Background: an optimization exercise with open tools, aiming at small area and a short achievable clock period. Do not read the settings as production practice. The RTL was checked by simulation tests, not by an equivalence proof against the original design. Power and IR drop assume default switching activity.

==> flow/design.v, too long to show whole: its modules and the start of the top module <==
// module eq_streaming: 1345 lines
// module eq_gmux13: 12 lines
// module eq_fa: 4 lines
// module eq_ha: 4 lines
// module eq_gc: 3 lines
// module eq_and: 3 lines
module eq_streaming #(
	parameter integer C_S_AXI_DATA_WIDTH = 32
)
(
    input aclk,
    input aresetn,
    input [C_S_AXI_DATA_WIDTH-1:0] D_READY,
    input [C_S_AXI_DATA_WIDTH-1:0] FFT_PTNS,
    input [C_S_AXI_DATA_WIDTH-1:0] FFT_BKTS,
    input [C_S_AXI_DATA_WIDTH-1:0] my_reg0,
    input [C_S_AXI_DATA_WIDTH-1:0] my_reg1,
    input [C_S_AXI_DATA_WIDTH-1:0] my_reg2,
    input [C_S_AXI_DATA_WIDTH-1:0] my_reg3,
    input [C_S_AXI_DATA_WIDTH-1:0] my_reg4,
    input [C_S_AXI_DATA_WIDTH-1:0] my_reg5,
    input [C_S_AXI_DATA_WIDTH-1:0] my_reg6,
    input [C_S_AXI_DATA_WIDTH-1:0] my_reg7,
    input [C_S_AXI_DATA_WIDTH-1:0] my_reg8,
    input [C_S_AXI_DATA_WIDTH-1:0] my_reg9,
    input [C_S_AXI_DATA_WIDTH-1:0] my_reg10,
    input [C_S_AXI_DATA_WIDTH-1:0] my_reg11,
    input [C_S_AXI_DATA_WIDTH-1:0] my_reg12,
    input [C_S_AXI_DATA_WIDTH-1:0] s_axis_data,
    output reg s_axis_ready,
    input s_axis_valid,
    output reg [C_S_AXI_DATA_WIDTH-1:0] m_axis_data,
    input m_axis_ready,
    output reg m_axis_valid
);
  // ...
==> flow/flow/run.sh <==
#!/bin/bash
set -euo pipefail
MARGIN=$(cat flow/margin.txt)
bash standard.sh SETUP_SLACK_MARGIN=$MARGIN \
  "BUFFER_PORTS_ARGS=-buffer_cell sky130_fd_sc_hd__buf_1" finish > make_finish.log 2>&1
==> flow/flow/margin.txt <==
6.97
==> flow/standard.sh <==
#!/bin/bash
# synth_recipe.tcl (not shown) runs the flow's synth.tcl, then flattens the netlist and writes it again
# the make line also repeats each setting of config.mk as NAME=value (left out here)
make -C /OpenROAD-flow-scripts/flow DESIGN_CONFIG=/design/flow/config.mk WORK_HOME=/design/flow/orfs CLKGATE_MAP_FILE= SYNTH_SCRIPT=/design/flow/synth_recipe.tcl "${@:-finish}"
==> flow/config.mk <==
export PLATFORM = sky130hd
export DESIGN_NAME = eq_streaming
export DESIGN_NICKNAME = eq_streaming
export VERILOG_FILES = /design/flow/design.v
export SDC_FILE = /design/flow/constraint.sdc
export NUM_CORES = 4
export LEC_CHECK = 0
export CAP_MARGIN = 20
export CORE_MARGIN = 2
export CORE_UTILIZATION = 45
export CTS_CLUSTER_DIAMETER = 80
export CTS_CLUSTER_SIZE = 20
export PLACE_DENSITY = 0.6
export SLEW_MARGIN = 20
export SYNTH_HIERARCHICAL = 1
==> flow/constraint.sdc <==
create_clock -name core_clock -period 10.0 [get_ports {aclk}]
set_input_delay 2.0000 -clock core_clock [delete_from_list [all_inputs] [get_ports {aclk}]]
set_output_delay 2.0000 -clock core_clock [all_outputs]
set_load 0.01 [all_outputs]
==> results.py, run 1 <==
metrics = {
    "floorplan": {
        "nWellTaps": 585,
        "start_util_pct": 45.4,
        "core_area_mm2": 0.0430,
        "die_h_um": 212,
    },
    "clock_tree": {
        "clk_latency_ns": 0.55,
        "post_cts_buffers": 2,
        "cts_tree": "yes",
        "root_buffer": "clkbuf_16",
    },
    "setup_path": {
        "crit_path_start_kind": "primary input",
        "cp_num_buf_inv": 2,
    },
    "final_layout": {
        "signal_buffers": 442,
        "fillerInstances": 4091,
        "multi_input_area_share_pct": 61.4,
        "inverters": 34,
        "final_util_pct": 52.1,
        "flops_and_latches": 241,
    },
    "power_and_ir_drop": {
        "pwr-share-comb_pct": 62.2,
        "pg_clk_uw": 801,
    },
    "sta": {
        "fin_setup_tns_ns": 0,
        "period_share_pct": 31.0,
        "fin_ws_ns": 6.90,
    },
    "place": {
        "dp_hpwl_mm": 56.5,
        "io_buffers": 401,
        "dp_slack_ns": 5.97,
    },
    "synthesis": {
        "synth_cells": 1920,
        "synth_xor_area_share_pct": 15.5,
        "synth_ff_type": "dfxtp_1",
    },
    "global_routing": {
        "grt_pass1_vias": 16600,
        "gr-usage-met2_pct": 49.7,
        "grtUsageMet1_pct": 45.3,
        "grt_pass1_wl_mm": 108,
    },
    "detailed_routing": {
        "drt-total-wl_mm": 73.8,
        "first_pass_iters": 9,
        "drcViolationCount": 0,
        "drtIter0Drc": 2125,
    },
    "job": {
        "drv_cap": 0,
    },
    "status": {
        "status": "complete, no violations",
    },
}
==> run 2, diff against run 1 <==
==> flow/flow/margin.txt (replaced) <==
7
==> run 2 against run 1 <==
Total power increased by 0.23%; via count decreased by 0.16%; register-to-register slack improved by 0.08 ns; maximum frequency increased by 3.6%; critical endpoint is now m_axis_data[24]; final cell count increased by 0.21%; sequential power about the same; clock skew increased by 0.0015 ns; global-route usage about the same; clock power about the same; highest routed layer unchanged; combinational power about the same; die area unchanged.
==> results.py, run 2 <==
metrics = {
    "status": {
        "status": "complete, no violations",
    },
    "detailed_routing": {
        "drt-wirelength-per-cell_um": 26.4,
        "ant_nets": 0,
        "drtIter0Drc": 2045,
        "viasPerCell": 6.06,
        "drt-total-wl_mm": 74.2,
        "vias": 17000,
        "first_pass_iters": 9,
        "drcViolationCount": 0,
    },
    "clock_tree": {
        "cts_tree": "yes",
        "root_buffer": "clkbuf_16",
        "clk_latency_ns": 0.55,
        "cts_hold_buf": 0,
        "h-tree-depth": 1,
        "cts_sinks": 241,
        "cts_inserted_buffers": 20,
        "clockBufferDepth": 3,
        "clkTransAtPathRegs_ns": 0.08,
    },
    "synthesis": {
        "avgSynthCellArea_um2": 10.2,
        "synth-edff-count": 16,
        "ys_ff_latch": 241,
        "synth_common_cells": "a22oi_1 (373), xnor2_1 (332), dfxtp_1 (225)",
        "async_reset_ff_share_pct": 0,
        "yosysMostFrequentCell": "a22oi_1",
        "synth-seq-area-share_pct": 25.5,
        "yosys_warnings": 7,
        "yosysTopAreaCellShare_pct": 23.1,
        "synth_cells": 1920,
        "synth_ff_type": "dfxtp_1",
        "synth_nets": 2749,
        "synth_top_area_cell": "dfxtp_1",
        "yosys.cell_types.count": 66,
        "synth.area.top_cells": "dfxtp_1 (23%), fa_1 (17%), xnor2_1 (15%), a22oi_1 (14%), ha_1 (7.1%)",
        "syn_area_mm2": 0.0195,
    },
    "place": {
        "io_buffers": 401,
        "gp_congestion": 1.04,
        "dp_hpwl_mm": 56.5,
        "dp_slack_ns": 5.97,
    },
    "setup_path": {
        "slowest_stage": "dfxtp_2",
        "r2r_slack_ns": 7.10,
        "crit_path_start_kind": "register",
        "cpLargestDelayFamily": "flip-flops",
        "path_cells": "buf_6",
        "critPathMaxStageDelay_ns": 0.33,
        "cp_max_fo": 2,
        "path_class": "register to output port",
        "arrival_ns": 0.99,
        "end_kind": "output port",
        "critical_path_required_ns": 8.00,
        "reg2reg_from": "re_q10_0$_DFF_P_",
        "cp_num_buf_inv": 1,
        "startpoint": "m_axis_data[24]$_SDFFE_PN0P_",
    },
    "final_layout": {
        "largestRegisters": "m_axis_data x32, g x24, rem x16",
        "final_cell_mix": "a22oi_1 (373), buf_1 (364), xnor2_1 (332)",
        "drive_gt1_share_pct": 10.8,
        "final_util_pct": 52.5,
        "largest_reg_flops": 32,
        "fillerInstances": 4073,
        "final_common_cell": "a22oi_1",
        "area_growth_pct": 15.6,
        "regMostFlops": "m_axis_data",
        "final_nets": 3027,
    },
    "power_and_ir_drop": {
        "p_per_area_mw_per_mm2": 269,
        "p_leak_uw": 0.00838,
        "ir_drop_mv": 0.153,
    },
    "global_routing": {
        "grt_max_degree": 63,
        "grt_pass1_vias": 16600,
        "overflow": 0,
        "grt_usage_pct": 32.3,
        "antenna_found_initial": 26,
        "grt_pass1_wl_mm": 108,
    },
    "sta": {
        "worstMarginPinSlew_ns": 0.822,
        "slew_headroom_pct": 45.2,
        "period_share_pct": 29.9,
        "report.final.hold_viol_count": 0,
        "fin_setup_tns_ns": 0,
        "fmax_ghz": 0.334,
        "rsz0062_at_grt": "yes",
        "final.min_clock_period_ns": 2.99,
        "finalSetupViolCount": 0,
        "fin_ws_ns": 7.01,
        "slew_viol_final": 0,
        "clock_skew_ns": 0.0307,
    },
    "floorplan": {
        "die_w_um": 212,
        "rows": 76,
        "core_area_mm2": 0.0430,
        "start_util_pct": 45.4,
        "die-area_mm2": 0.0451,
        "die_h_um": 212,
        "ios": 582,
    },
    "job": {
        "drv_cap": 0,
    },
    "min_path": {
        "worstHoldStart": "r0$_SDFF_PN0_",
        "min_path_type": "register to register",
    },
}
-- run 2: cell counts after synthesis --
No cell type changed its count.
-- run 2: final cells by class --
cell class	instances	area [um2]	area share [%]
flip-flops and latches	241	5120	22.7
well taps	585	732	3.24
diodes	15	37.5	0.166
clock inverters	12	145	0.643
multi-input cells	1456	13700	60.9
clock buffers	21	504	2.23
repair buffers	445	2160	9.56
inverters	34	128	0.566
-- run 2: cells by family (layout without fill, tap and decap cells) --
logic type	Yosys count	count (layout)	share of synthesized area [%]
adder cells (fa/ha/maj)	281	281	24.5
AO/OA/AOI/OAI	556	556	21.6
multiplexers	19	19	1.06
XOR/XNOR	345	345	15.5
other	0	15	0
buffers and inverters	223	512	4.74
flip-flops	241	241	25.5
AND/OR/NAND/NOR	255	255	7.09
-- run 2: worst paths after layout --
path,cells after the start,endpoint
max,1,m_axis_data[24]
min,1,r1$_SDFF_PN0_
max reg2reg,10,m_axis_data[15]$_SDFFE_PN0P_
min reg2reg,1,r1$_SDFF_PN0_
-- run 2: report_power, final --
group	internal, uW	switching (uW)	total [uW]
combinational	1880	1910	3780
sequential	1250	239	1490
clock	388	413	802
total	3520	2560	6080
-- run 2: repair_timing --
action	4_1_cts	5_1_grt
endpoints found under the setup margin	159	61
gates resized for setup	147	43
setup buffers	3	9
pin swaps	4	3
-- run 2: per-module statistics from Yosys, one instance, submodules excluded --
module,cells,copies in the design
eq_gc,1,62
eq_and,1,36
eq_gmux13,218,1
eq_ha,1,68
eq_streaming,1366,1
eq_fa,1,170
-- run 2: per-stage QoR --
stage / std cells / hold WS, ns / instance area (um2) / power, uW
after global placement: 2749 / 0.415 / 21300 / 5190
final: 2809 / 0.435 / 22600 / 6080
after detailed placement: 2749 / 0.420 / 21300 / 5270
after floorplan: 1920 / 0.412 / 19600 / 4320
after CTS: 2785 / 0.438 / 22300 / 6120
after global routing: 2807 / 0.460 / 22600 / 6640
-- run 2: routing by layer --
layer,vias to the layer above,track usage [%],share of wire [%]
met3,135,5.86,9.3
met2,936,49.9,45
met5,-,0,0.084
met4,10,11.8,3.7
li1,7501,-,-
met1,8432,45.2,42
==> run 3, diff against run 2 <==
--- a/flow/config.mk
+++ b/flow/config.mk
@@ -7,9 +7,9 @@
 export LEC_CHECK = 0
 export CAP_MARGIN = 20
 export CORE_MARGIN = 2
-export CORE_UTILIZATION = 45
+export CORE_UTILIZATION = 52
 export CTS_CLUSTER_DIAMETER = 80
 export CTS_CLUSTER_SIZE = 20
-export PLACE_DENSITY = 0.6
+export PLACE_DENSITY = 0.65
 export SLEW_MARGIN = 20
 export SYNTH_HIERARCHICAL = 1
==> run 3 against run 2 <==
Still clean; hold slack improved by 0.023 ns; via count increased by 2.6%; clock skew decreased by 0.0089 ns; combinational power increased by 2%; sequential share of layout area increased by 0.12 points; wire length increased by 4.3%; register-to-register slack got worse by 0.06 ns; synthesized area unchanged; synthesized cell count unchanged; largest cell class unchanged; highest routed layer unchanged.
==> results.py, run 3 <==
metrics = {
    "clock_tree": {
        "clk_latency_ns": 0.52,
        "cts_tree": "yes",
        "cts_hold_buf": 0,
        "clkTransAtPathRegs_ns": 0.08,
        "cts_inserted_buffers": 19,
        "h-tree-depth": 1,
        "clockBufferDepth": 3,
        "root_buffer": "clkbuf_16",
        "cts_sinks": 241,
    },
    "setup_path": {
        "critPathMaxStageDelay_ns": 0.87,
        "r2r-end": "g[9]$_DFF_P_",
        "slowest_stage": "a222oi_1",
        "end_kind": "register",
        "cp_num_cells": 4,
        "r2r_cells": 10,
        "cpLargestDelayFamily": "compound AO/OA/AOI/OAI gates",
        "reg2reg_from": "z$_SDFFE_PN1P_",
        "path_class": "primary input to register",
        "crit_path_start_kind": "primary input",
        "cp_max_fo": 1,
        "arrival_ns": 3.43,
        "cp_num_buf_inv": 1,
        "r2r_slack_ns": 7.04,
        "path_cells": "buf_1 -> a222oi_1 -> and3_1 -> nand4_1",
        "critical_path_required_ns": 10.37,
    },
    "global_routing": {
        "grt_usage_pct": 38.8,
        "overflow": 0,
        "grt_max_degree": 63,
        "grt_pass1_vias": 16900,
        "antenna_found_initial": 22,
        "grt_pass1_wl_mm": 111,
    },
    "synthesis": {
        "yosys_warnings": 7,
        "synth_common_cells": "a22oi_1 (373), xnor2_1 (332), dfxtp_1 (225)",
        "yosysTopAreaCellShare_pct": 23.1,
        "syn_area_mm2": 0.0195,
        "ys_ff_latch": 241,
        "avgSynthCellArea_um2": 10.2,
        "synth-seq-area-share_pct": 25.5,
        "yosys.cell_types.count": 66,
        "synth-edff-count": 16,
        "synth_cells": 1920,
        "synth_nets": 2749,
        "synth_top_area_cell": "dfxtp_1",
        "async_reset_ff_share_pct": 0,
        "synth.area.top_cells": "dfxtp_1 (23%), fa_1 (17%), xnor2_1 (15%), a22oi_1 (14%), ha_1 (7.1%)",
        "yosysMostFrequentCell": "a22oi_1",
        "synth_ff_type": "dfxtp_1",
    },
    "min_path": {
        "worstHoldStart": "v0$_SDFF_PN0_",
        "min_to": "v1$_SDFF_PN0_",
        "holdPathStages": 1,
        "min_path_type": "register to register",
    },
    "detailed_routing": {
        "drt-total-wl_mm": 77.4,
        "viasPerCell": 6.49,
        "ant_nets": 0,
        "drt-wirelength-per-cell_um": 28.8,
        "vias": 17500,
        "drtIter0Drc": 2617,
        "first_pass_iters": 8,
        "drcViolationCount": 0,
    },
    "place": {
        "dp_hpwl_mm": 59.2,
        "placedInstanceArea_mm2": 0.0211,
        "place_inst": 2632,
        "io_buffers": 401,
        "gp_congestion": 1.09,
    },
    "status": {
        "status": "complete, no violations",
    },
    "sta": {
        "final.min_clock_period_ns": 3.06,
        "worstMarginPinSlew_ns": 0.939,
        "fin_setup_tns_ns": 0,
        "report.final.hold_viol_count": 0,
        "rsz0062_at_grt": "yes",
        "clock_skew_ns": 0.0219,
        "slew_headroom_pct": 37.4,
        "slew_viol_final": 0,
        "fmax_ghz": 0.327,
        "period_share_pct": 30.6,
        "finalSetupViolCount": 0,
    },
    "power_and_ir_drop": {
        "p_leak_uw": 0.00836,
        "ir_drop_mv": 0.198,
        "p_per_area_mw_per_mm2": 275,
    },
    "floorplan": {
        "start_util_pct": 53.1,
        "die-area_mm2": 0.0391,
        "rows": 70,
        "die_w_um": 198,
        "die_h_um": 198,
        "ios": 582,
        "core_area_mm2": 0.0368,
    },
    "job": {
        "drv_cap": 0,
    },
    "final_layout": {
        "multi_input_area_mm2": 0.0137,
        "fillerInstances": 3144,
        "largest_reg_flops": 32,
        "regMostFlops": "m_axis_data",
        "largestRegisters": "m_axis_data x32, g x24, rem x16",
        "area_growth_pct": 14.6,
        "final_common_cell": "a22oi_1",
        "final_nets": 3022,
        "fin_area_mm2": 0.0224,
        "final_cell_mix": "a22oi_1 (373), buf_1 (364), xnor2_1 (330)",
        "fin_cells": 2687,
        "ff_latch_area_mm2": 0.00510,
        "drive_gt1_share_pct": 10.4,
    },
}
==> run 3: cell types whose count changed in the layout (fill, tap and decap cells not counted), sizes merged <==
cell    delta
buf        -3
clkbuf     +4
clkinv     -6
==> run 3: where the power goes <==
part / leakage [uW] / switching, uW / internal, uW
Combinational: 0.00599 / 1970 / 1900
Clock: 0.000302 / 389 / 391
Sequential: 0.00206 / 244 / 1250
==> run 3: Yosys stat by module (local to each module, per instance) <==
module / copies in the design / area (um2) / cells inside / flip-flops and latches
eq_fa: 170 / 20.0 / 1 / 0
eq_gmux13: 1 / 1600 / 218 / 0
eq_ha: 68 / 12.5 / 1 / 0
eq_gc: 62 / 7.51 / 1 / 0
eq_and: 36 / 6.26 / 1 / 0
eq_streaming: 1 / 13000 / 1366 / 241
==> run 3: per-stage QoR <==
step	setup WS, ns	hold slack [ns]	total power (uW)	utilization, %
final	6.94	0.458	6150	60.8
after global routing	6.86	0.469	6700	60.8
after CTS	6.98	0.456	6110	59.9
after detailed placement	6.00	0.437	5290	57.4
after global placement	6.03	0.416	5160	57.4
after floorplan	6.55	0.412	4320	-
==> run 3: cells by family (layout without fill, tap and decap cells) <==
kind of cell / count (synthesis) / in the layout / synth area share, %
AOI/OAI and AO/OA: 556 / 556 / 21.6
xor gates and xnor gates: 345 / 345 / 15.5
adders and majority gates: 281 / 281 / 24.5
buffers and inverters: 223 / 507 / 4.74
DFF: 241 / 241 / 25.5
muxes: 19 / 19 / 1.06
other: 0 / 15 / 0
and+or+nand+nor: 255 / 255 / 7.09
==> run 3: worst max-delay path by stage <==
stage | slack [ns] | start | endpoint
final | 6.94 | my_reg3[12] | g[12]$_DFF_P_
after global routing | 6.86 | z$_SDFFE_PN1P_ | g[9]$_DFF_P_
after CTS | 6.98 | z$_SDFFE_PN1P_ | g[22]$_DFF_P_
after detailed placement | 6.00 | m_axis_ready | n[4]$_SDFFE_PN0P_
after global placement | 6.03 | m_axis_ready | n[3]$_SDFFE_PN0P_
after floorplan | 6.55 | s_axis_valid | n[6]$_SDFFE_PN0P_
==> run 3: metal layers <==
layer | vias to the layer above | GRT usage, % | routed length, um
li1 | 7497 | - | -
met1 | 8627 | 52.1 | 30700
met2 | 1122 | 58.7 | 34300
met3 | 197 | 9.66 | 8090
met4 | 8 | 18.5 | 4250
met5 | - | 0 | 58
==> run 3: what timing repair did <==
| action | in CTS | in global routing |
|---|---|---|
| gates resized for setup | 118 | 66 |
| endpoints found under the setup margin | 157 | 79 |
| cloned | 1 | 0 |
| pin swaps | 4 | 1 |
| buffers inserted | 5 | 2 |
==> run 3: final cells by class <==
cell class | count | share of cell area (%)
timing repair buffer | 441 | 9.67
inverter | 34 | 0.570
tap | 468 | 2.62
clock inverter | 6 | 0.369
clock buffer | 26 | 2.38
multi-input combinational | 1456 | 61.4
antenna | 15 | 0.168
sequential | 241 | 22.8
==> run 4, diff against run 3 <==
--- a/flow/config.mk
+++ b/flow/config.mk
@@ -7,9 +7,9 @@
 export LEC_CHECK = 0
 export CAP_MARGIN = 20
 export CORE_MARGIN = 2
-export CORE_UTILIZATION = 52
+export CORE_UTILIZATION = 40
 export CTS_CLUSTER_DIAMETER = 80
 export CTS_CLUSTER_SIZE = 20
-export PLACE_DENSITY = 0.65
+export PLACE_DENSITY = 0.55
 export SLEW_MARGIN = 20
 export SYNTH_HIERARCHICAL = 1
==> run 4 against run 3 <==
Worst setup slack gained 0.017 ns; synthesized cell count unchanged; count of clock-buffer cells in the layout down 6; largest power group unchanged.
==> results.py, run 4 <==
metrics = {
    "final_layout": {
        "area_growth_pct": 15.6,
        "final_cell_mix": "a22oi_1 (373), buf_1 (364), xnor2_1 (331)",
        "final_common_cell": "a22oi_1",
        "final_util_pct": 47.1,
        "fillerInstances": 4554,
        "final_nets": 3031,
        "regMostFlops": "m_axis_data",
        "largest_reg_flops": 32,
        "largestRegisters": "m_axis_data x32, g x24, rem x16",
        "drive_gt1_share_pct": 11.0,
    },
    "sta": {
        "slew_headroom_pct": 41.4,
        "fmax_ghz": 0.329,
        "period_share_pct": 30.4,
        "report.final.hold_viol_count": 0,
        "final.min_clock_period_ns": 3.04,
        "clock_skew_ns": 0.0169,
        "finalSetupViolCount": 0,
        "worstMarginPinSlew_ns": 0.878,
        "fin_setup_tns_ns": 0,
        "slew_viol_final": 0,
        "rsz0062_at_grt": "yes",
    },
    "synthesis": {
        "synth_cells": 1920,
        "ys_ff_latch": 241,
        "yosys_warnings": 7,
        "yosys.cell_types.count": 66,
        "yosysTopAreaCellShare_pct": 23.1,
        "async_reset_ff_share_pct": 0,
        "synth-edff-count": 16,
        "synth_ff_type": "dfxtp_1",
        "synth_top_area_cell": "dfxtp_1",
        "yosysMostFrequentCell": "a22oi_1",
        "synth_common_cells": "a22oi_1 (373), xnor2_1 (332), dfxtp_1 (225)",
        "synth.area.top_cells": "dfxtp_1 (23%), fa_1 (17%), xnor2_1 (15%), a22oi_1 (14%), ha_1 (7.1%)",
        "syn_area_mm2": 0.0195,
        "synth_nets": 2749,
        "avgSynthCellArea_um2": 10.2,
        "synth-seq-area-share_pct": 25.5,
    },
    "job": {
        "drv_cap": 0,
    },
    "detailed_routing": {
        "first_pass_iters": 8,
        "drt-total-wl_mm": 76.3,
        "viasPerCell": 6.02,
        "drcViolationCount": 0,
        "vias": 17100,
        "drtIter0Drc": 2039,
        "ant_nets": 0,
        "drt-wirelength-per-cell_um": 26.9,
    },
    "floorplan": {
        "die-area_mm2": 0.0506,
        "core_area_mm2": 0.0479,
        "die_w_um": 225,
        "rows": 80,
        "die_h_um": 225,
        "start_util_pct": 40.7,
        "ios": 582,
    },
    "power_and_ir_drop": {
        "p_clk_share_pct": 12.4,
        "p_leak_uw": 0.00837,
        "pwr-share-comb_pct": 62.8,
        "ir_drop_mv": 0.169,
        "power_switching_uw": 2550,
        "finalPower_uw": 6040,
        "p_int_uw": 3490,
        "power.share.sequential_pct": 24.8,
        "p_per_area_mw_per_mm2": 268,
        "p_sw_share_pct": 42.2,
    },
    "setup_path": {
        "path_class": "primary input to register",
        "arrival_ns": 3.49,
        "crit_path_start_kind": "primary input",
        "cp_max_fo": 7,
        "end_kind": "register",
        "critical_path_required_ns": 10.45,
    },
    "global_routing": {
        "overflow": 0,
        "grt_max_degree": 63,
        "grt_usage_pct": 29.4,
        "grt_pass1_wl_mm": 111,
        "antenna_found_initial": 17,
        "grt_pass1_vias": 16900,
    },
    "clock_tree": {
        "cts_inserted_buffers": 19,
        "cts_tree": "yes",
        "clkTransAtPathRegs_ns": 0.08,
        "cts_hold_buf": 0,
        "cts_sinks": 241,
        "root_buffer": "clkbuf_16",
        "clockBufferDepth": 3,
        "clk_latency_ns": 0.52,
        "h-tree-depth": 1,
    },
    "min_path": {
        "min_path_type": "register to register",
    },
    "place": {
        "gp_congestion": 1.01,
        "io_buffers": 401,
        "dp_hpwl_mm": 57.5,
    },
    "status": {
        "status": "complete, no violations",
    },
}
run 4: power by group through the flow:
stage	combinational [uW]	sequential (uW)	clock (uW)
2_1_floorplan	2930	1380	0
3_3_place_gp	3740	1510	0
3_5_place_dp	3770	1520	0
4_1_cts	3830	1500	780
5_1_grt	4290	1530	812
6_report	3790	1500	751
run 4: worst paths after layout:
kind | start | to | slack, ns | cells after the start
min reg2reg | r0$_SDFF_PN0_ | r1$_SDFF_PN0_ | 0.44 | 1
max reg2reg | re_two[0]$_DFF_P_ | re_c8$_DFF_P_ | 6.98 | 8
max | s_axis_valid | n[6]$_SDFFE_PN0P_ | 6.96 | 10
min | r0$_SDFF_PN0_ | r1$_SDFF_PN0_ | 0.44 | 1
run 4: metrics by stage:
stage	std cells	setup slack, ns	cell area [um2]	hold slack [ns]
CTS	2815	7.00	22300	0.446
floorplan	1920	6.55	19600	0.412
detailed placement	2777	6.02	21300	0.422
finish	2836	6.96	22600	0.442
global placement	2777	6.04	21300	0.414
global route	2830	6.90	22600	0.472
run 4: logic make-up (layout without fill, tap and decap cells):
| group | Yosys count | after routing | share of synthesized area (%) |
|---|---|---|---|
| AO/OA/AOI/OAI | 556 | 556 | 21.6 |
| XOR/XNOR | 345 | 345 | 15.5 |
| adder cells (fa/ha/maj) | 281 | 281 | 24.5 |
| AND/OR/NAND/NOR | 255 | 258 | 7.09 |
| flip-flops | 241 | 241 | 25.5 |
| buffers and inverters | 223 | 510 | 4.74 |
| multiplexers | 19 | 19 | 1.06 |
| other | 0 | 11 | 0 |
run 4: per-layer routing:
| layer | vias up | global-route usage (%) | routed length, um |
|---|---|---|---|
| li1 | 7508 | - | - |
| met4 | 4 | 10.8 | 3040 |
| met5 | - | 0 | 23 |
| met1 | 8535 | 40.2 | 31200 |
| met2 | 909 | 46.7 | 35500 |
| met3 | 117 | 5.33 | 6550 |
run 4: per-module statistics from Yosys (local to each module, per instance):
module        cell area [um2]  cells  copies in the design
eq_gmux13                1600    218                     1
eq_and                   6.26      1                    36
eq_ha                    12.5      1                    68
eq_streaming            13000   1366                     1
eq_fa                    20.0      1                   170
eq_gc                    7.51      1                    62
run 4: cell type report:
type                            instances  area (um2)  share of cell area (%)
Sequential cell                       241        5100                    22.6
Antenna cell                           11        27.5                   0.122
Timing Repair Buffer                  447        2170                    9.62
Inverter                               34         128                   0.566
Clock inverter                          9        98.8                   0.438
Multi-Input combinational cell       1459       13800                    61.1
Clock buffer                           20         479                    2.12
Tap cell                              615         769                    3.41
run 4: critical path, stage by stage:
cell       delay, ns
buf_8           0.08
nand2_4         0.05
or2_4           0.27
a2111oi_4       0.25
o32ai_4         0.17
nor3_4          0.21
buf_6           0.15
buf_16          0.12
nand2_2         0.04
a31oi_1         0.15
run 4: repair_timing:
item | 4_1_cts | 5_1_grt
setup endpoints to repair | 155 | 91
gates cloned | 3 | 1
gates resized for setup | 135 | 49
setup buffers | 6 | 9
pin swaps | 4 | 4
==> run 5, diff against run 4 <==
--- a/flow/config.mk
+++ b/flow/config.mk
@@ -7,9 +7,9 @@
 export LEC_CHECK = 0
 export CAP_MARGIN = 20
 export CORE_MARGIN = 2
-export CORE_UTILIZATION = 40
-export CTS_CLUSTER_DIAMETER = 80
-export CTS_CLUSTER_SIZE = 20
-export PLACE_DENSITY = 0.55
+export CORE_UTILIZATION = 45
+export CTS_CLUSTER_DIAMETER = 60
+export CTS_CLUSTER_SIZE = 16
+export PLACE_DENSITY = 0.6
 export SLEW_MARGIN = 20
 export SYNTH_HIERARCHICAL = 1
==> run 5 against run 4 <==
Largest power group unchanged; global-route usage increased by 3.0 points; critical path type unchanged; flip-flop and latch count unchanged; combinational power about the same; hold slack worse by 0.016 ns; core utilization increased by 6.3 points.
==> results.py, run 5 <==
metrics = {
    "final_layout": {
        "regMostFlops": "m_axis_data",
        "final_cell_mix": "a22oi_1 (373), buf_1 (364), xnor2_1 (332)",
        "multi_input_area_mm2": 0.0137,
        "final_common_cell": "a22oi_1",
        "fillerInstances": 4036,
        "final_nets": 3037,
        "largest_reg_flops": 32,
        "fin_cells": 2828,
        "drive_gt1_share_pct": 11.5,
        "area_growth_pct": 17.6,
        "ff_latch_area_mm2": 0.00513,
        "largestRegisters": "m_axis_data x32, g x24, rem x16",
    },
    "synthesis": {
        "synth_ff_type": "dfxtp_1",
        "synth_nets": 2749,
        "yosys.cell_types.count": 66,
        "synth-edff-count": 16,
        "avgSynthCellArea_um2": 10.2,
        "synth_cells": 1920,
        "yosysMostFrequentCell": "a22oi_1",
        "synth-seq-area-share_pct": 25.5,
        "synth_top_area_cell": "dfxtp_1",
        "synth.area.top_cells": "dfxtp_1 (23%), fa_1 (17%), xnor2_1 (15%), a22oi_1 (14%), ha_1 (7.1%)",
        "synth_common_cells": "a22oi_1 (373), xnor2_1 (332), dfxtp_1 (225)",
        "syn_area_mm2": 0.0195,
        "async_reset_ff_share_pct": 0,
        "yosysTopAreaCellShare_pct": 23.1,
        "ys_ff_latch": 241,
        "yosys_warnings": 7,
    },
    "detailed_routing": {
        "drcViolationCount": 0,
        "first_pass_iters": 9,
        "drtIter0Drc": 2012,
        "ant_nets": 0,
        "viasPerCell": 6.10,
        "vias": 17200,
        "drt-total-wl_mm": 74.5,
        "drt-wirelength-per-cell_um": 26.3,
    },
    "floorplan": {
        "rows": 76,
        "die_w_um": 212,
        "die_h_um": 212,
        "die-area_mm2": 0.0451,
        "start_util_pct": 45.4,
        "core_area_mm2": 0.0430,
        "ios": 582,
    },
    "place": {
        "dp_hpwl_mm": 56.5,
        "io_buffers": 401,
        "place_inst": 2749,
        "dp_slack_ns": 5.97,
        "gp_congestion": 1.04,
    },
    "setup_path": {
        "end_kind": "register",
        "critical_path_required_ns": 10.43,
        "cp_common_cell": "buf_4",
        "critPathMaxStageDelay_ns": 0.34,
        "slowest_stage": "a2111oi_4",
        "path_cells": "buf_8 -> nand2_4 -> or2_4 -> a2111oi_4 -> o32ai_4 -> buf_4 -> buf_4 -> o21ai_0 -> o211ai_1",
        "path_class": "primary input to register",
        "crit_path_start_kind": "primary input",
        "arrival_ns": 3.51,
        "cp_max_fo": 5,
    },
    "sta": {
        "fin_ws_ns": 6.92,
        "slew_viol_final": 0,
        "slew_headroom_pct": 45.7,
        "finalSetupViolCount": 0,
        "clock_skew_ns": 0.0167,
        "final.min_clock_period_ns": 3.08,
        "worstMarginPinSlew_ns": 0.813,
        "period_share_pct": 30.8,
        "report.final.hold_viol_count": 0,
        "fmax_ghz": 0.325,
        "rsz0062_at_grt": "yes",
        "fin_setup_tns_ns": 0,
    },
    "job": {
        "drv_cap": 0,
    },
    "global_routing": {
        "grt_pass1_vias": 16800,
        "grt_pass1_wl_mm": 109,
        "grt_max_degree": 63,
        "grt_usage_pct": 32.4,
        "overflow": 0,
        "antenna_found_initial": 29,
    },
    "clock_tree": {
        "cts_hold_buf": 0,
        "h-tree-depth": 1,
        "cts_inserted_buffers": 27,
        "clockBufferDepth": 3,
        "cts_tree": "yes",
        "root_buffer": "clkbuf_16",
        "clk_latency_ns": 0.58,
        "clkTransAtPathRegs_ns": 0.07,
        "cts_sinks": 241,
    },
    "power_and_ir_drop": {
        "ir_drop_mv": 0.160,
        "p_leak_uw": 0.00855,
        "p_per_area_mw_per_mm2": 276,
    },
    "min_path": {
        "min_path_type": "register to register",
    },
    "status": {
        "status": "complete, no violations",
    },
}
[run 5: cell counts after synthesis]
Identical to the previous run, type by type.
[run 5: metal layers]
layer	routed length, um	vias to the layer above	track usage, %
met5	103	-	0
met2	33500	949	49.9
met1	30400	8593	44.3
met3	7660	153	7.70
met4	2790	16	11.9
li1	-	7538	-
[run 5: worst max-delay path: cells and delay by family]
kind                   cells  cell delay [ns]
AOI/OAI and AO/OA          4             0.82
buffers and inverters      3             0.36
and+or+nand+nor            2             0.31
[run 5: per-stage QoR]
step | total power [uW] | hold slack (ns) | utilization (%) | instance area, um2
2_1_floorplan | 4320 | 0.412 | - | 19600
3_3_place_gp | 5190 | 0.415 | 49.5 | 21300
3_5_place_dp | 5270 | 0.420 | 49.5 | 21300
4_1_cts | 6390 | 0.426 | 52.7 | 22600
5_1_grt | 6920 | 0.445 | 53.4 | 23000
6_report | 6340 | 0.426 | 53.4 | 23000
[run 5: cell type report]
cell class	instances	share of cell area, %
clock buffer	33	3.17
inverter	34	0.556
multi-input combinational	1456	59.9
sequential	241	22.3
clock inverter	17	1.07
tap	585	3.19
antenna	14	0.153
timing repair buffer	448	9.64
[run 5: kinds of logic (layout without fill, tap and decap cells)]
family	after synthesis	after routing	synth area share, %
AO/OA/AOI/OAI	556	556	21.6
XOR/XNOR	345	345	15.5
adder cells (fa/ha/maj)	281	281	24.5
AND/OR/NAND/NOR	255	255	7.09
flip-flops	241	241	25.5
buffers and inverters	223	532	4.74
multiplexers	19	19	1.06
other	0	14	0
[run 5: what timing repair did]
action | 4_1_cts | 5_1_grt
buffers inserted | 2 | 13
gates cloned | 0 | 0
hold endpoints to repair | 0 | 0
pin swaps | 1 | 8
gates resized for setup | 145 | 60
setup endpoints to repair | 159 | 64
[run 5: path summary, 6_finish.rpt]
check,start,endpoint,slack (ns),cells after the start
min,r0$_SDFF_PN0_,r1$_SDFF_PN0_,0.43,1
min reg2reg,r0$_SDFF_PN0_,r1$_SDFF_PN0_,0.43,1
max,m_axis_ready,n[0]$_SDFFE_PN1P_,6.92,9
max reg2reg,g[4]$_DFF_P_,re_c8$_DFF_P_,7.05,9
[run 5: report_power, final]
group / leakage (uW) / internal, uW / total [uW] / switching [uW]
clock: 0.000475 / 598 / 1070 / 474
combinational: 0.00601 / 1880 / 3780 / 1900
sequential: 0.00207 / 1250 / 1490 / 239
total: 0.00855 / 3730 / 6340 / 2620
[run 5: Yosys stat by module (local to each module, per instance)]
module        area (um2)  copies in the design  flip-flops and latches  cells
eq_ha               12.5                    68                       0      1
eq_gmux13           1600                     1                       0    218
eq_streaming       13000                     1                     241   1366
eq_and              6.26                    36                       0      1
eq_fa               20.0                   170                       0      1
eq_gc               7.51                    62                       0      1
==> run 6, diff against run 5 <==
--- a/flow/config.mk
+++ b/flow/config.mk
@@ -8,8 +8,8 @@
 export CAP_MARGIN = 20
 export CORE_MARGIN = 2
 export CORE_UTILIZATION = 45
-export CTS_CLUSTER_DIAMETER = 60
-export CTS_CLUSTER_SIZE = 16
+export CTS_CLUSTER_DIAMETER = 150
+export CTS_CLUSTER_SIZE = 24
 export PLACE_DENSITY = 0.6
 export SLEW_MARGIN = 20
 export SYNTH_HIERARCHICAL = 1
==> run 6 against run 5 <==
Still clean on timing, DRC and antenna; total power shrank 7.2%; global-route usage decreased by 0.19 points; flip-flop and latch count is the same; die area stayed put; core utilization is 1.8 points lower; final area decreased by 3.4%; critical path depth did not move; clock power down 42%; sequential share of layout area increased by 0.72 points; first-iteration DRC count increased by 1.7%; final cell count shrank 1.3%; critical endpoint is now n[10]$_SDFFE_PN0P_; largest power group unchanged.
==> results.py, run 6 <==
metrics = {
    "status": {
        "status": "complete, no violations",
    },
    "setup_path": {
        "r2r_slack_ns": 7.10,
        "crit_end": "n[10]$_SDFFE_PN0P_",
        "cp_num_buf_inv": 2,
        "slowest_stage": "or2_4",
        "cpLargestDelayFamily": "simple AND/OR/NAND/NOR gates",
        "cp_max_fo": 8,
        "cp_num_cells": 9,
        "end_kind": "register",
        "critical_path_required_ns": 10.47,
        "critPathMaxStageDelay_ns": 0.27,
        "r2r-end": "m_axis_data[15]$_SDFFE_PN0P_",
        "startpoint": "m_axis_ready",
        "arrival_ns": 3.47,
        "reg2reg_from": "re_q10_0$_DFF_P_",
        "r2r_cells": 10,
        "crit_path_start_kind": "primary input",
        "path_class": "primary input to register",
        "path_cells": "buf_8 -> nand2_4 -> or2_4 -> a2111oi_4 -> o32ai_4 -> nor3_4 -> buf_6 -> and3_4 -> a221o_1",
    },
    "clock_tree": {
        "h-tree-depth": 1,
        "cts_tree": "yes",
        "clkTransAtPathRegs_ns": 0.11,
        "cts_hold_buf": 0,
        "clk_latency_ns": 0.52,
        "root_buffer": "clkbuf_16",
        "cts_inserted_buffers": 14,
        "cts_sinks": 241,
        "clockBufferDepth": 3,
    },
    "sta": {
        "whs_ns": 0.444,
        "clock_skew_ns": 0.0326,
        "report.final.hold_viol_count": 0,
        "worstMarginPinSlew_ns": 0.816,
        "period_share_pct": 30.0,
        "slew_headroom_pct": 45.5,
        "slew_viol_final": 0,
        "finalSetupViolCount": 0,
        "rsz0062_at_grt": "yes",
        "fin_ws_ns": 7.00,
        "fmax_ghz": 0.333,
        "final.min_clock_period_ns": 3.00,
        "fin_setup_tns_ns": 0,
    },
    "final_layout": {
        "final_cell_mix": "a22oi_1 (373), buf_1 (364), xnor2_1 (332)",
        "drive_gt1_share_pct": 9.89,
        "ff_latch_area_mm2": 0.00511,
        "multi_input_area_mm2": 0.0137,
        "fillerInstances": 4110,
        "area_growth_pct": 13.6,
        "largestRegisters": "m_axis_data x32, g x24, rem x16",
        "final_nets": 3020,
        "regMostFlops": "m_axis_data",
        "final_common_cell": "a22oi_1",
        "largest_reg_flops": 32,
    },
    "global_routing": {
        "overflow": 0,
        "grt_pass1_vias": 16600,
        "grt_pass1_wl_mm": 108,
        "grt_max_degree": 63,
        "antenna_found_initial": 25,
        "grt_usage_pct": 32.2,
    },
    "synthesis": {
        "synth_ff_type": "dfxtp_1",
        "synth_nets": 2749,
        "syn_area_mm2": 0.0195,
        "yosys.cell_types.count": 66,
        "synth-edff-count": 16,
        "synth_common_cells": "a22oi_1 (373), xnor2_1 (332), dfxtp_1 (225)",
        "synth_cells": 1920,
        "synth_top_area_cell": "dfxtp_1",
        "synth-seq-area-share_pct": 25.5,
        "yosysTopAreaCellShare_pct": 23.1,
        "ys_ff_latch": 241,
        "yosys_warnings": 7,
        "avgSynthCellArea_um2": 10.2,
        "async_reset_ff_share_pct": 0,
        "yosysMostFrequentCell": "a22oi_1",
        "synth.area.top_cells": "dfxtp_1 (23%), fa_1 (17%), xnor2_1 (15%), a22oi_1 (14%), ha_1 (7.1%)",
    },
    "detailed_routing": {
        "drt-wirelength-per-cell_um": 26.5,
        "ant_nets": 0,
        "viasPerCell": 6.10,
        "drtIter0Drc": 2046,
        "first_pass_iters": 7,
        "drt-total-wl_mm": 74.0,
        "vias": 17000,
        "drcViolationCount": 0,
    },
    "floorplan": {
        "rows": 76,
        "core_area_mm2": 0.0430,
        "die-area_mm2": 0.0451,
        "die_h_um": 212,
        "start_util_pct": 45.4,
        "ios": 582,
        "die_w_um": 212,
    },
    "job": {
        "drv_cap": 0,
    },
    "power_and_ir_drop": {
        "ir_drop_mv": 0.149,
        "p_per_area_mw_per_mm2": 265,
        "p_leak_uw": 0.00824,
    },
    "place": {
        "io_buffers": 401,
        "gp_congestion": 1.04,
        "dp_slack_ns": 5.97,
        "dp_hpwl_mm": 56.5,
    },
    "min_path": {
        "min_path_type": "register to register",
    },
}
## run 6: logic make-up (layout without fill, tap and decap cells)
kind of cell / count (synthesis) / after routing / synth area share [%]
flip-flops: 241 / 241 / 25.5
multiplexers: 19 / 19 / 1.06
buffers and inverters: 223 / 497 / 4.74
XOR/XNOR: 345 / 345 / 15.5
AND/OR/NAND/NOR: 255 / 255 / 7.09
adder cells (fa/ha/maj): 281 / 281 / 24.5
AO/OA/AOI/OAI: 556 / 556 / 21.6
other: 0 / 13 / 0
## run 6: where the power goes
part	switching [uW]	internal, uW	total, uW
combinational	1900	1870	3770
sequential	238	1250	1490
clock	343	280	623
## run 6: area by class of cell
cell class	instances	area share [%]
clock buffer	18	1.74
inverter	34	0.575
antenna	13	0.147
clock inverter	1	0.135
sequential	241	23.1
multi-input combinational	1456	61.9
timing repair buffer	444	9.10
tap	585	3.30
## run 6: per-module statistics from Yosys (local to each module, per instance)
module,area [um2],flops+latches,cells,times used
eq_gc,7.51,0,1,62
eq_streaming,13000,241,1366,1
eq_fa,20.0,0,1,170
eq_and,6.26,0,1,36
eq_gmux13,1600,0,218,1
eq_ha,12.5,0,1,68
## run 6: worst min-delay path by stage
stage / startpoint / to / slack (ns) / depth (start not counted)
finish: r0$_SDFF_PN0_ / r1$_SDFF_PN0_ / 0.44 / 1
global route: r0$_SDFF_PN0_ / r1$_SDFF_PN0_ / 0.47 / 1
CTS: r0$_SDFF_PN0_ / r1$_SDFF_PN0_ / 0.44 / 1
detailed placement: r0$_SDFF_PN0_ / r1$_SDFF_PN0_ / 0.42 / 1
global placement: v0$_SDFF_PN0_ / v1$_SDFF_PN0_ / 0.42 / 1
floorplan: r0$_SDFF_PN0_ / r1$_SDFF_PN0_ / 0.41 / 1
## run 6: routing by layer
metal	wire length (um)	track usage [%]
met1	31100	44.9
met4	2490	10.8
met5	63	0
met2	33700	49.9
met3	6710	6.51
## run 6: through the flow
step | total power, uW | util (%) | instances | cell area, um2
floorplan | 4320 | - | 1920 | 19600
global placement | 5190 | 49.5 | 2749 | 21300
detailed placement | 5270 | 49.5 | 2749 | 21300
CTS | 5930 | 50.9 | 2771 | 21900
global route | 6450 | 51.6 | 2792 | 22200
finish | 5890 | 51.6 | 2792 | 22200
## run 6: what timing repair did
action | 4_1_cts | 5_1_grt
setup buffers | 3 | 8
hold endpoints to repair | 0 | 0
resized for setup | 95 | 72
pin swaps | 4 | 7
setup endpoints to repair | 159 | 61
==> run 7, diff against run 6 <==
--- a/flow/config.mk
+++ b/flow/config.mk
@@ -8,8 +8,8 @@
 export CAP_MARGIN = 20
 export CORE_MARGIN = 2
 export CORE_UTILIZATION = 45
-export CTS_CLUSTER_DIAMETER = 150
-export CTS_CLUSTER_SIZE = 24
+export CTS_CLUSTER_DIAMETER = 100
+export CTS_CLUSTER_SIZE = 30
 export PLACE_DENSITY = 0.6
 export SLEW_MARGIN = 20
 export SYNTH_HIERARCHICAL = 1
==> run 7 against run 6 <==
Non-clock buffer count grew 6; core utilization is 0.45 points higher; largest cell class unchanged; maximum frequency up 0.54%; highest routed layer unchanged; global-route usage down 0.087 points; flip-flop and latch count unchanged; register-to-register slack about the same; critical path depth down 8; total power grew 1.1%; clock power rose by about 10%; final cell count is 0.43% higher; synthesized area stayed put.
==> results.py, run 7 <==
metrics = {
    "status": {
        "status": "complete, no violations",
    },
    "job": {
        "drv_cap": 0,
    },
    "final_layout": {
        "final_common_cell": "a22oi_1",
        "area_growth_pct": 14.6,
        "final_nets": 3026,
        "regMostFlops": "m_axis_data",
        "final_util_pct": 52.1,
        "drive_gt1_share_pct": 10.6,
        "final_cell_mix": "a22oi_1 (373), buf_1 (364), xnor2_1 (332)",
        "largestRegisters": "m_axis_data x32, g x24, rem x16",
        "largest_reg_flops": 32,
    },
    "floorplan": {
        "core_area_mm2": 0.0430,
        "start_util_pct": 45.4,
        "rows": 76,
        "die_w_um": 212,
        "die_h_um": 212,
        "ios": 582,
        "die-area_mm2": 0.0451,
    },
    "setup_path": {
        "slowest_stage": "dfxtp_2",
        "r2r_slack_ns": 7.10,
        "arrival_ns": 0.98,
        "startpoint": "m_axis_valid$_SDFF_PN0_",
        "r2r_cells": 10,
        "cp_num_buf_inv": 1,
        "critPathMaxStageDelay_ns": 0.35,
        "cp_num_cells": 1,
        "path_cells": "buf_6",
        "cp_max_fo": 1,
        "path_class": "register to output port",
        "critical_path_required_ns": 8.00,
        "reg2reg_from": "re_q10_0$_DFF_P_",
        "cpLargestDelayFamily": "flip-flops",
        "end_kind": "output port",
        "crit_end": "m_axis_valid",
        "crit_path_start_kind": "register",
        "r2r-end": "m_axis_data[15]$_SDFFE_PN0P_",
    },
    "synthesis": {
        "synth_top_area_cell": "dfxtp_1",
        "synth_compound_area_share_pct": 21.6,
        "synth_xor_area_share_pct": 15.5,
        "yosysMostFrequentCell": "a22oi_1",
        "async_reset_ff_share_pct": 0,
        "synth-edff-count": 16,
        "yosysTopAreaCellShare_pct": 23.1,
        "muxShareOfSynthArea_pct": 1.06,
        "yosys_warnings": 7,
        "yosys.cell_types.count": 66,
        "synth.area.top_cells": "dfxtp_1 (23%), fa_1 (17%), xnor2_1 (15%), a22oi_1 (14%), ha_1 (7.1%)",
        "synthAdderAreaFrac_pct": 24.5,
        "synth_nets": 2749,
        "synth_top_family_by_area": "adder cells",
        "synth_cells": 1920,
        "synthSimpleGateAreaFrac_pct": 7.09,
        "synth_ff_type": "dfxtp_1",
        "syn_area_mm2": 0.0195,
        "ys_ff_latch": 241,
        "avgSynthCellArea_um2": 10.2,
        "synth_common_cells": "a22oi_1 (373), xnor2_1 (332), dfxtp_1 (225)",
        "synth-seq-area-share_pct": 25.5,
    },
    "sta": {
        "report.final.hold_viol_count": 0,
        "fin_setup_tns_ns": 0,
        "clock_skew_ns": 0.0278,
        "worstMarginPinSlew_ns": 0.819,
        "slew_headroom_pct": 45.3,
        "whs_ns": 0.443,
        "final.min_clock_period_ns": 2.98,
        "slew_viol_final": 0,
        "fmax_ghz": 0.335,
        "finalSetupViolCount": 0,
        "rsz0062_at_grt": "yes",
        "period_share_pct": 29.8,
    },
    "detailed_routing": {
        "viasPerCell": 6.08,
        "first_pass_iters": 8,
        "vias": 17000,
        "drt-wirelength-per-cell_um": 26.3,
        "ant_nets": 0,
        "drt-total-wl_mm": 73.7,
        "drtIter0Drc": 2047,
        "drcViolationCount": 0,
    },
    "clock_tree": {
        "cts_inserted_buffers": 14,
        "cts_hold_buf": 0,
        "h-tree-depth": 1,
        "root_buffer": "clkbuf_16",
        "clockBufferDepth": 3,
        "cts_tree": "yes",
        "cts_sinks": 241,
        "clkTransAtPathRegs_ns": 0.11,
        "clk_latency_ns": 0.52,
    },
    "global_routing": {
        "grt_max_degree": 63,
        "grt_usage_pct": 32.1,
        "grt_pass1_wl_mm": 108,
        "grt_pass1_vias": 16600,
        "antenna_found_initial": 26,
        "overflow": 0,
    },
    "power_and_ir_drop": {
        "finalPower_uw": 5950,
        "p_per_area_mw_per_mm2": 266,
        "ir_drop_mv": 0.149,
        "p_leak_uw": 0.00831,
    },
    "place": {
        "gp_congestion": 1.04,
        "dp_hpwl_mm": 56.5,
        "io_buffers": 401,
    },
    "min_path": {
        "min_path_type": "register to register",
    },
}
==> run 7: cell counts after synthesis <==
Identical to the previous run, type by type.
==> run 7: final cells by class <==
type,instances,area [um2]
fillers,4107,20600
multi-input cells,1456,13700
flip-flops and latches,241,5130
repair buffers,450,2120
well taps,585,732
clock buffers,18,397
inverters,34,128
clock inverters,6,96.3
diodes,14,35.0
==> run 7: worst min-delay path by stage <==
stage	start	endpoint	slack, ns	depth (start not counted)
4_1_cts	r0$_SDFF_PN0_	r1$_SDFF_PN0_	0.44	1
3_3_place_gp	v0$_SDFF_PN0_	v1$_SDFF_PN0_	0.42	1
2_1_floorplan	r0$_SDFF_PN0_	r1$_SDFF_PN0_	0.41	1
6_report	r0$_SDFF_PN0_	r1$_SDFF_PN0_	0.44	1
3_5_place_dp	r0$_SDFF_PN0_	r1$_SDFF_PN0_	0.42	1
5_1_grt	r0$_SDFF_PN0_	r1$_SDFF_PN0_	0.46	1
==> run 7: cell families (layout without fill, tap and decap cells) <==
| family | Yosys count | in the layout |
|---|---|---|
| AOI/OAI and AO/OA | 556 | 556 |
| xor gates and xnor gates | 345 | 345 |
| adders and majority gates | 281 | 281 |
| and+or+nand+nor | 255 | 255 |
| DFF | 241 | 241 |
| buffers and inverters | 223 | 508 |
| muxes | 19 | 19 |
| other | 0 | 14 |
==> run 7: per-module statistics from Yosys (local to each module, per instance) <==
module,copies in the design,cells
eq_streaming,1,1366
eq_and,36,1
eq_gc,62,1
eq_ha,68,1
eq_gmux13,1,218
eq_fa,170,1
==> run 7: report_power, final <==
| part | total [uW] | switching, uW | internal (uW) |
|---|---|---|---|
| Combinational | 3770 | 1900 | 1870 |
| Sequential | 1490 | 240 | 1250 |
| Clock | 686 | 379 | 307 |
==> run 7: per-layer routing <==
metal,global-route usage [%],part of all wire (%),vias up
met3,7.55,9.7,134
li1,-,-,7497
met4,11.2,3.5,14
met1,43.8,41,8465
met2,49.9,45,930
met5,0,0.12,-
==> run 7: through the flow <==
stage                     std cells  setup WS (ns)  area (um2)
after floorplan                1920           6.55       19600
after global placement         2749           5.99       21300
after detailed placement       2749           5.97       21300
after CTS                      2779           6.99       22100
after global routing           2801           6.94       22400
final                          2804           7.02       22400
==> run 7: what timing repair did <==
| item | CTS | global route |
|---|---|---|
| endpoints found under the setup margin | 157 | 64 |
| gates resized for setup | 120 | 67 |
| pin swaps | 5 | 4 |
| buffers inserted | 6 | 11 |

==> afterwards: timing with drivers on the ports <==
Ports are ideal in the flow. The routed layouts listed here were re-timed in OpenROAD.
Step 1: set_driving_cell puts a clkbuf_16 on aclk and a buf_2 on each other input, an assumption about the parent block.
Step 2 also shifts input and output timing later by t, the mid clock arrival at the registers, as if the neighbouring blocks saw the same clock.
Three values: ideal, step 1, step 2; two values: the first two.
run	t, ns	setup slack, ns	latest minus earliest clock arrival (ns)	worst register clock-pin slew, ns	worst slew at a driven data input, ns
run 1	0.583	6.900 / 6.773 / 6.190	0.030 / 0.030	0.08 / 0.08	0.22
run 2	0.586	7.008 / 6.954 / 6.382	0.031 / 0.032	0.08 / 0.08	0.24
run 3	0.567	6.940 / 6.829 / 6.262	0.022 / 0.022	0.09 / 0.09	0.20
run 4	0.572	6.956 / 6.895 / 6.324	0.022 / 0.021	0.09 / 0.09	0.17
run 5	0.624	6.924 / 6.803 / 6.179	0.018 / 0.018	0.07 / 0.07	0.22
run 6	0.554	6.999 / 6.886 / 6.332	0.034 / 0.034	0.11 / 0.11	0.21
run 7	0.567	7.015 / 6.924 / 6.357	0.028 / 0.028	0.11 / 0.11	0.22
After both steps setup and hold are still met in every run listed. The setup slack of run 5, which loses most, moves by -0.121 ns with the drivers and by -0.745 ns with both steps.
